What follows belongs to an exercise in optimizing a design on an open flow for small area and a short achievable clock period; a production flow would make more cautious choices. Function not checked in this run: the RTL went through the layout flow alone.

==> flow/config.mk <==
export PLATFORM = sky130hd
export DESIGN_NAME = fir_filter_top
export DESIGN_NICKNAME = fir_filter_top
export VERILOG_FILES = /design/flow/design.v
export SDC_FILE = /design/flow/constraint.sdc
export NUM_CORES = 4
export LEC_CHECK = 0
export ABC_AREA = 1
export CAP_MARGIN = 20
export CORE_MARGIN = 2
export CORE_UTILIZATION = 40
export SLEW_MARGIN = 20
==> flow/design.v <==
module fir_cpa #(parameter N = 18) (
    input wire [N-1:0] a,
    input wire [N-1:0] b,
    output wire [N-1:0] s
);
    localparam integer M = (N + 1) / 2;                  
    localparam integer TOP = (M > 1) ? (1 << ($clog2(M) - 1)) : 1;
    reg [N-1:0] g, p;
    reg [M-1:0] pg, pp;   
    reg [N:0] c;          
    integer d, i, k;
    always @(*) begin
        g = a & b;
        p = a ^ b;
        for (k = 0; k < M; k = k + 1)
            if (2 * k + 1 < N) begin
                pg[k] = g[2*k+1] | (p[2*k+1] & g[2*k]);
                pp[k] = p[2*k+1] & p[2*k];
            end else begin
                pg[k] = g[2*k];
                pp[k] = p[2*k];
            end
        for (d = 1; d < M; d = d * 2)
            for (k = 2 * d - 1; k < M; k = k + 2 * d) begin
                pg[k] = pg[k] | (pp[k] & pg[k-d]);
                pp[k] = pp[k] & pp[k-d];
            end
        for (d = TOP; d >= 1; d = d / 2)
            for (k = 3 * d - 1; k < M; k = k + 2 * d) begin
                pg[k] = pg[k] | (pp[k] & pg[k-d]);
                pp[k] = pp[k] & pp[k-d];
            end
        c = {(N+1){1'b0}};
        c[1] = g[0];
        for (k = 0; 2 * k + 2 <= N; k = k + 1)
            c[2*k+2] = pg[k];
        for (i = 2; i < N; i = i + 2)
            c[i+1] = g[i] | (p[i] & (g[i-1] | (p[i-1] & g[i-2])))
                   | (p[i] & p[i-1] & p[i-2] & c[i-2]);
    end
    assign s = p ^ c[N-1:0];
endmodule
module fir_filter_top #(
    parameter WIDTH = 16,
    parameter TAPS = 8,
    parameter COEFF_SUM = 20
) (
    input wire clk,
    input wire rst,
    input wire signed [WIDTH-1:0] x_in,
    output wire signed [WIDTH+3:0] y_out_raw,
    output wire signed [WIDTH+3:0] y_out
);
    function [5:0] dstep(input [4:0] r, input b);
        begin
            dstep[5] = r[3] | r[4] | (r[2] & b);
            dstep[0] = b ? r[2] : r[0];
            dstep[1] = b ? r[0] : r[3];
            dstep[2] = b ? r[3] : r[1];
            dstep[3] = b ? r[1] : r[4];
            dstep[4] = b ? r[4] : r[2];
        end
    endfunction
    reg signed [15:0] xh [0:3];    
    reg signed [17:0] bh [0:4];    
    reg [17:0] bn5;                
    wire [17:0] tx0 = {{2{xh[0][15]}}, xh[0]};
    wire [17:0] tx1 = {{2{xh[1][15]}}, xh[1]};
    wire [17:0] tx2 = {{2{xh[2][15]}}, xh[2]};
    wire [17:0] tx3 = {{2{xh[3][15]}}, xh[3]};
    wire [17:0] ta_s = tx0 ^ tx1 ^ tx2;
    wire [17:0] ta_c = (tx0 & tx1) | (tx0 & tx2) | (tx1 & tx2);
    wire [17:0] tb_y = {ta_c[16:0], 1'b0};
    wire [17:0] tb_s = ta_s ^ tb_y ^ tx3;
    wire [17:0] tb_c = (ta_s & tb_y) | (ta_s & tx3) | (tb_y & tx3);
    wire [17:0] bsum;
    fir_cpa #(.N(18)) b_add (.a(tb_s), .b({tb_c[16:0], 1'b0}), .s(bsum));
    integer i;
    always @(posedge clk or posedge rst) begin
        if (rst) begin
            for (i = 0; i < 4; i = i + 1) xh[i] <= 16'sd0;
            for (i = 0; i < 5; i = i + 1) bh[i] <= 18'd0;
            bn5 <= {18{1'b1}};
        end else begin
            xh[0] <= x_in;
            for (i = 1; i < 4; i = i + 1) xh[i] <= xh[i-1];
            bh[0] <= bsum;
            for (i = 1; i < 5; i = i + 1) bh[i] <= bh[i-1];
            bn5 <= ~bh[4];
        end
    end
    reg signed [19:0] s2, s1, yraw;
    wire [19:0] sa_x = s2;
    wire [19:0] sa_y = {{2{bh[0][17]}}, bh[0]};
    wire [19:0] sa_z = {{2{bn5[17]}}, bn5};
    wire [19:0] sa_s = sa_x ^ sa_y ^ sa_z;
    wire [19:0] sa_c = (sa_x & sa_y) | (sa_x & sa_z) | (sa_y & sa_z);
    wire [19:0] snext;
    fir_cpa #(.N(20)) s_add (.a(sa_s), .b({sa_c[18:0], 1'b1}), .s(snext));
    always @(posedge clk or posedge rst) begin
        if (rst) begin
            s2 <= 20'sd0;
            s1 <= 20'sd0;
            yraw <= 20'sd0;
        end else begin
            s2 <= snext;
            s1 <= s2;
            yraw <= s1;
        end
    end
    localparam SPLIT = 8;
    reg [4:0] ra [0:SPLIT];
    reg [SPLIT-1:0] qa;
    reg [5:0] ta;
    integer ka;
    always @(*) begin
        case (s2[19:18])
            2'b00:   ra[0] = 5'b00001;   
            2'b01:   ra[0] = 5'b00010;   
            2'b10:   ra[0] = 5'b01000;   
            default: ra[0] = 5'b10000;   
        endcase
        for (ka = 0; ka < SPLIT; ka = ka + 1) begin
            ta = dstep(ra[ka], s2[17-ka]);
            qa[SPLIT-1-ka] = ta[5];
            ra[ka+1] = ta[4:0];
        end
    end
    reg [SPLIT-1:0] qh;
    reg [4:0] rh;
    always @(posedge clk or posedge rst) begin
        if (rst) begin
            qh <= {SPLIT{1'b0}};
            rh <= 5'b00001;
        end else begin
            qh <= qa;
            rh <= ra[SPLIT];
        end
    end
    reg [4:0] rb [SPLIT:16];
    reg [15-SPLIT:0] qb;
    reg [5:0] tb;
    integer kb;
    always @(*) begin
        rb[SPLIT] = rh;
        for (kb = SPLIT; kb < 16; kb = kb + 1) begin
            tb = dstep(rb[kb], s1[17-kb]);
            qb[15-kb] = tb[5];
            rb[kb+1] = tb[4:0];
        end
    end
    wire inc = s1[19] & ((|s1[1:0]) | ~rb[16][0]);
    wire [15:0] q = {qh, qb} + {15'd0, inc};
    reg [15:0] ydiv;
    always @(posedge clk or posedge rst) begin
        if (rst) ydiv <= 16'd0;
        else     ydiv <= q;
    end
    assign y_out_raw = yraw;
    assign y_out = {{4{ydiv[15]}}, ydiv};
endmodule
==> flow/flow/run.sh <==
#!/bin/bash
# The standard layout flow, with small port buffers and a clock tree
# built from one buffer type, without dummy loads.
set -euo pipefail
bash standard.sh \
  "BUFFER_PORTS_ARGS=-buffer_cell sky130_fd_sc_hd__buf_1" \
  "CTS_ARGS=-sink_clustering_enable -repair_clock_nets -buf_list sky130_fd_sc_hd__clkbuf_8 -sink_clustering_size 16 -sink_clustering_max_diameter 80 -dont_use_dummy_load" \
  finish > standard.log 2>&1
==> flow/standard.sh <==
#!/bin/bash
# synth_recipe.tcl (not shown) runs the flow's synth.tcl, then flattens the netlist and writes it again
# the make line also repeats each setting of config.mk as NAME=value (left out here)
make -C /OpenROAD-flow-scripts/flow DESIGN_CONFIG=/design/flow/config.mk WORK_HOME=/design/flow/orfs CLKGATE_MAP_FILE= SYNTH_SCRIPT=/design/flow/synth_recipe.tcl "${@:-finish}"
==> flow/constraint.sdc <==
create_clock -name core_clock -period 10.0 [get_ports {clk}]
set_input_delay 2.0000 -clock core_clock [delete_from_list [all_inputs] [get_ports {clk}]]
set_output_delay 2.0000 -clock core_clock [all_outputs]
set_load 0.01 [all_outputs]
==> summary.txt <==
Status
  • Status: no timing/DRC/antenna violations

STA
  • Fin crit share: 32.64%
  • Final setup fails: 0
  • Fin. Hold Viols: 0
  • Min cycle time layout: 3.264 ns
  • Sum Neg Setup Slack: 0 ns
  • Final WS setup: 6.736 ns
  • Worst-case headroom to the max-slew limit: 37.06%
  • Worst clock skew: 0.02288 ns
  • RSZ-0062 raised after global routing: false
  • Worst-Margin Slew: 0.9441 ns
  • F_max: 306.4 MHz
  • Pins Over Slew Limit: 0

Logic synthesis
  • Most instantiated cells after synthesis: dfrtp_1, nand2_1, nand3_1
  • Main synth FF type: dfrtp_1
  • Syn avg cell area: 12.52 sq um
  • Synthesis-stage register bit count: 261
  • Mapped Nets: 946
  • Synthesized area: 10490 sq um
  • Distinct cell type count after synthesis: 33
  • Top cells by area, synth: dfrtp_1, fa_1, nand2_1, dfstp_2, nand3_1
  • Cell accounting for the most synthesized area: dfrtp_1
  • Ys Warns: 7
  • Gate Count Post-Synth: 838
  • EDFF count, synth: 0
  • Yosys top cell area share: 57.74%
  • Async S/R FF share, synth: 100.0%
  • Sequential area share after synthesis: 62.50%
  • Top-count cell post-synth: dfrtp_1

Routing
  • Routed Antenna Nets: 0
  • Via/cell ratio: 4.548
  • Iter 0 DRT Violations: 235
  • 1st-pass router iterations: 4
  • Routed WL: 14750 microns
  • DR vias: 5662
  • WL/cell: 11.84 microns
  • Number of remaining DRC errors: 0

Worst setup path
  • CP endpoint: bh[0][16]
  • Worst endpoint required time: 10.39 ns
  • Critical path cell sequence: fa_1 > fa_1 > ha_1 > nand3_1 > nand2_1 > nand4_1 > nand2_1 > inv_1 > o21ai_0 > nand3_1 > nand2_1 > a21oi_1 > xnor2_1
  • Worst R2R Start: xh[0][3]
  • Critical setup path kind: reg2reg
  • Crit Path Max Fanout: 4
  • Worst path slowest cell: fa_1
  • R2r endpoint: bh[0][16]
  • Max incr delay on CP: 0.51 ns
  • Reg2reg path depth: 13
  • R2r setup slk: 6.74 ns
  • Worst EP arrival: 3.65 ns
  • Crit path launch type: register
  • Cell mode on critical path: nand2_1
  • Crit path capture type: register
  • Crit path from: xh[0][3]

Cells and area
  • Number of diodes: 0
  • Fillcell total: 2394
  • Area grow syn2layout: 8.434%
  • Fin nets: 1020
  • Fraction of layout cells with a size suffix above 1: 6.703%
  • Fin area: 11370 sq um

Global routing
  • Initial antenna violation count: 0
  • Global-route wire length before repair: 26010 microns
  • Vias in the first global route: 5693
  • Grt total ovfl: 0
  • Gr usage total: 11.25%
  • Pin count of the biggest net entering global routing: 128

Clock tree
  • H-tree depth: 1
  • Num Clock Sinks: 261
  • CTS buffer count: 20
  • CTS tree: built
  • Clock Latency Late Sink: 0.52 ns
  • Postcts setup bufs: 0
  • Post_cts resized: 0
  • CTS clk-pin slew, worst paths: 0.10 ns
  • Clock root cell: clkbuf_8
  • CTS hold repair buffers: 0
  • Clock buffer depth: 3

Hold path
  • Hold path start: bh[2][14]
  • Worst Hold Class: reg2reg

Floorplan
  • Initial core utilization: 40.48%
  • Die H: 165.9 microns
  • Row count: 59
  • Core area: 25910 sq um
  • DIE WIDTH: 165.9 microns
  • Die ar.: 27530 sq um
  • Top-Level Pins: 58

Place
  • PortBufs: 57
  • Worst slack, placed: 6.196 ns
  • Placed cell areas: 11100 sq um
  • Final HPWL DP: 10670 microns
  • RePlAce Congestion: 0.8151

Flow run
  • Number of max-cap violations: 0
-- worst min path at each step --
stage                     slack (ns)   endpoint  cells past startpoint
final                           0.35  bh[3][14]                      0
after global routing            0.35     bn5[8]                      1
after CTS                       0.34     bn5[9]                      1
after detailed placement        0.33  bh[3][14]                      0
after global placement          0.33   bh[2][8]                      0
after floorplan                 0.33   bh[2][0]                      0
-- critical path, delay by kind of cell, from the launching register on --
kind	cells	cell delay, ns
DFF	1	0.41
and+or+nand+nor	6	0.76
AOI/OAI and AO/OA	2	0.43
adders and majority gates	3	1.34
xor gates and xnor gates	1	0.13
buffers and inverters	1	0.06
-- registers in the layout (all words and copies together) (netlist names) --
register  flops
bh           90
xh           64
s1           20
s2           20
yraw         20
bn5          18
ydiv         16
qh            8
rh            5
-- stage by stage --
step / utilization, % / cells / hold slack, ns
after floorplan: - / 838 / 0.3312
after global placement: 42.83 / 1225 / 0.3320
after detailed placement: 42.83 / 1225 / 0.3347
after CTS: 43.89 / 1245 / 0.3397
after global routing: 43.89 / 1245 / 0.3542
final: 43.89 / 1245 / 0.3459
-- cells by family (layout without fill, tap and decap cells) --
logic type | after synthesis | after routing | share of synthesized area [%]
AO/OA/AOI/OAI | 50 | 50 | 2.803
XOR/XNOR | 41 | 41 | 3.424
AND/OR/NAND/NOR | 299 | 299 | 13.01
adder cells (fa/ha/maj) | 90 | 90 | 14.60
flip-flops | 261 | 261 | 62.50
buffers and inverters | 97 | 169 | 3.662
-- area by class of cell --
class                   instances  area, sq um  share of cell area (%)
clock buffers                  20        275.3                   2.420
inverters                      90        345.3                   3.036
multi-input cells             480         3550                   31.21
flip-flops and latches        261         6555                   57.63
well taps                     335        419.2                   3.685
repair buffers                 59        229.0                   2.013
-- layer usage --
layer	part of all wire, %	GRT usage, %
met1	48	15.92
met3	4.6	2.193
met4	2.2	3.667
met5	0	0
met2	45	17.68
-- cell usage in the layout, fill, tap and decap left out, types with 3 or more instances in the layout --
master    count
dfrtp_1     242
nand2_1     150
nand3_1      98
inv_1        87
buf_1        57
fa_1         54
ha_1         36
a21oi_1      26
xor2_1       22
clkbuf_8     20
xnor2_1      19
dfstp_2      19
nor2_1       18
nand4_1      12
o21ai_0      11
nand2_2       6
nand3_2       3
nor2_4        3
nor3_1        3
nand3b_1      3

separate check: timing with driven ports:
No port has a modelled driver above. Below, the same layout with a new extraction and two added sets of constraints.
Step 1 (the two cells are an assumption about what drives the block):
set clk [get_ports {clk}]
set_driving_cell -lib_cell sky130_fd_sc_hd__clkbuf_16 $clk
set_driving_cell -lib_cell sky130_fd_sc_hd__buf_2 [delete_from_list [all_inputs] $clk]
Step 2, shift: input delay + t, output delay - t, t = (earliest + latest rising clock arrival at the registers) / 2. This alone moves slack from input paths to output paths.
Slacks: ideal ports / drivers / drivers and shift; pairs: ideal ports / drivers.
t (ns): 0.546
setup slack, ns: 6.736 / 6.736 / 6.333
hold WS [ns]: 0.346 / 0.346 / 0.346
worst setup path after step 2: input, reset recovery
latest minus earliest clock arrival (ns): 0.024 / 0.024
After both steps this run still meets setup and hold. For this run, drivers alone change the setup slack by 0.000 ns; drivers and shift together by -0.403 ns. The worst setup slack also covers recovery checks on asynchronous resets.
